Background: an optimization exercise with open tools, aiming at small area, a short achievable clock period and few clock cycles per item. Do not read the settings as production practice.
Only simulation tests tie the RTL to the original design; equivalence was not proved.

## softmax
module softmax #(
    parameter N  = 8,
    parameter NS = 12,                
    parameter L  = 4                  
) (
    input  wire        clk,
    input  wire        rst_n,
    input  wire        in_valid,
    input  wire [31:0] in_data,
    output wire        in_ready,
    output wire        out_valid,
    output wire [31:0] out_data,
    output wire        out_last
);
    localparam EMPTY = 2'd0, MUL = 2'd1, LAST = 2'd2, DONE = 2'd3;
    function automatic [3:0] inc(input [3:0] v);
        inc = (v == NS - 1) ? 4'd0 : v + 4'd1;
    endfunction
    reg        x0_full, xa_full, x1_full;
    reg [31:0] x0;
    reg [10:0] xa_w;
    reg [3:0]  xa_lc;
    reg        xa_neg;
    reg [3:0]  x1_c1, x1_c2;
    reg [10:0] x1_w;
    reg [3:0]  x1_lc;
    reg        x1_neg;
    reg [3:0]  ei;                    
    wire [10:0] w0, w1, w2;
    wire [3:0]  lc0, lc1, lc2, c1, c2;
    wire        neg0;
    exp_prep u_prep (.x(x0), .w(w0), .lc(lc0), .neg(neg0));
    exp_pick u_pk1 (.w(xa_w), .lc(xa_lc), .neg(xa_neg), .c(c1), .w_n(w1), .lc_n(lc1));
    exp_pick u_pk2 (.w(w1), .lc(lc1), .neg(xa_neg), .c(c2), .w_n(w2), .lc_n(lc2));
    reg [30:0] a1;                    
    reg [11:0] bn1, bo1, bt1;         
    reg [7:0]  be1;                   
    reg [10:0] w1x;
    reg [3:0]  lc1x;
    reg        neg1x;
    reg [3:0]  id1;                   
    reg [1:0]  st1;                   
    reg [47:0] m_s, m_c;
    reg [7:0]  m_e0;
    reg        m_z;
    reg [30:0] h2;                    
    reg [3:0]  sc2;                   
    reg [10:0] w2x;
    reg [3:0]  lc2x;
    reg        neg2x;
    reg [3:0]  id2;
    reg [1:0]  st2;                   
    reg [30:0]  ebuf [0:NS-1];
    reg [NS-1:0] full;                
    reg [NS-1:0] nf;                  
    reg        wq_v;                  
    reg [3:0]  wq_i;
    reg [30:0] wq;
    reg [3:0]  sp;                    
    reg        se_v;                  
    reg [30:0] se;
    reg        sb;                    
    reg [23:0] sx, sy;
    reg [7:0]  sec;
    reg [23:0] acc_z;                 
    reg [7:0]  acc_e;
    reg [4:0]  acc_lz;
    reg [2:0]  scnt;                  
    reg        pending;               
    reg [30:0] s_div;                 
    reg [25:0] s_div3;                
    reg [3:0]  rp;                    
  ...
make LEC_CHECK=0 CAP_MARGIN=20 CORE_MARGIN=2 CORE_UTILIZATION=40 SLEW_MARGIN=20 finish   # period 16.0 ns
run.sh (not shown) runs the stock make flow with config.mk's settings and CLKGATE_MAP_FILE= SYNTH_SCRIPT=/design/flow/synth_recipe.tcl, a recipe that flattens the netlist after the stock synthesis.
The baseline passed the timing, DRC and antenna checks.
Testbench counts at the start, summed over its fixed seeds: cycles 5,182, vectors 192.
Next try:
==> flow/flow/run.sh (new file) <==
#!/bin/bash
# The standard layout (standard.sh), with ORFS's repair_timing asked for a
# larger setup margin so that it also works on paths that already meet the
# clock period. The SDC (clock period and I/O delays) is the design's.
set -e
export SETUP_SLACK_MARGIN=${MARGIN:-12.5}
bash standard.sh > standard.log 2>&1
==> flow/standard.sh (new file) <==
#!/bin/bash
# synth_recipe.tcl (not shown) runs the flow's synth.tcl, then flattens the netlist and writes it again
# the make line also repeats each setting of config.mk as NAME=value (left out here)
make -C /OpenROAD-flow-scripts/flow DESIGN_CONFIG=/design/flow/config.mk WORK_HOME=/design/flow/orfs CLKGATE_MAP_FILE= SYNTH_SCRIPT=/design/flow/synth_recipe.tcl "${@:-finish}"
removed: flow/run.sh
The changed run ran to the end with no violations.
Cell area climbs by roughly a tenth.
Synthesized area stays the same.
Critical path depth shrinks by 15.
Flip-flop and latch count is unchanged.
Routed wire length is higher by a little under a tenth.

## oak
softmax again, from the RTL that the note above started with.
Settings: LEC_CHECK=0, CAP_MARGIN=20, CORE_MARGIN=2, CORE_UTILIZATION=40, SLEW_MARGIN=20; clock period 16.0 ns.
standard.sh (not shown) runs the stock make flow with config.mk's settings and CLKGATE_MAP_FILE= SYNTH_SCRIPT=/design/flow/synth_recipe.tcl, a recipe that flattens the netlist after the stock synthesis.
==> flow/flow/run.sh <==
#!/bin/bash
# The standard layout (standard.sh), with ORFS's repair_timing asked for a
# larger setup margin so that it also works on paths that already meet the
# clock period. The SDC (clock period and I/O delays) is the design's.
set -e
export SETUP_SLACK_MARGIN=${MARGIN:-10.5}
bash standard.sh > standard.log 2>&1
Testbench counts of oak, summed over its fixed seeds: cycles 5,182, vectors 192.
Inputs modified between oak and pine:
--- a/flow/flow/run.sh
+++ b/flow/flow/run.sh
@@ -5,3 +5,3 @@
 set -e
-export SETUP_SLACK_MARGIN=${MARGIN:-10.5}
+export SETUP_SLACK_MARGIN=${MARGIN:-11.5}
 bash standard.sh > standard.log 2>&1
Findings:
- Compared to oak, pine has initial antenna violation count 2 higher.
- Relative to oak, the arrival time at the worst endpoint of pine is lower by 4.38 ns.
- Compared with oak, in pine overall global routing resource usage held steady; share of the clock period used by the worst path after layout now sits lower.
- Design area, pine vs oak: up slightly

[what the ideal ports hide]
The results above use ideal ports. As a check the final layouts listed here were re-extracted and re-timed, cells and wires unchanged.
Step 1 sets driving cells, clkbuf_16 on the clock port and buf_2 on the other inputs (assumed; they add their load-dependent delay and slew).
Step 2 times the ports against the registers' clock, not the clock port: input delays grow and output delays shrink by t, the midpoint of the rising clock arrivals with the driver on.
Slacks: ideal / step 1 / step 2; pairs: ideal / step 1.
| run | t (ns) | slack for setup (ns) | worst setup path at the end | latest minus earliest clock arrival (ns) |
|---|---|---|---|---|
| the first run of note 1 | 0.899 | 9.582 / 9.582 / 9.582 | register to register | 0.087 / 0.088 |
| the second run of note 1 | 0.907 | 11.228 / 11.143 / 11.254 | register to register | 0.055 / 0.055 |
| oak | 0.901 | 10.795 / 10.716 / 10.795 | register to register | 0.089 / 0.089 |
| pine | 0.927 | 11.248 / 11.164 / 11.282 | input, reset recovery | 0.082 / 0.083 |
After both steps every run listed still meets setup and hold. The worst setup slack also covers recovery checks on asynchronous resets.
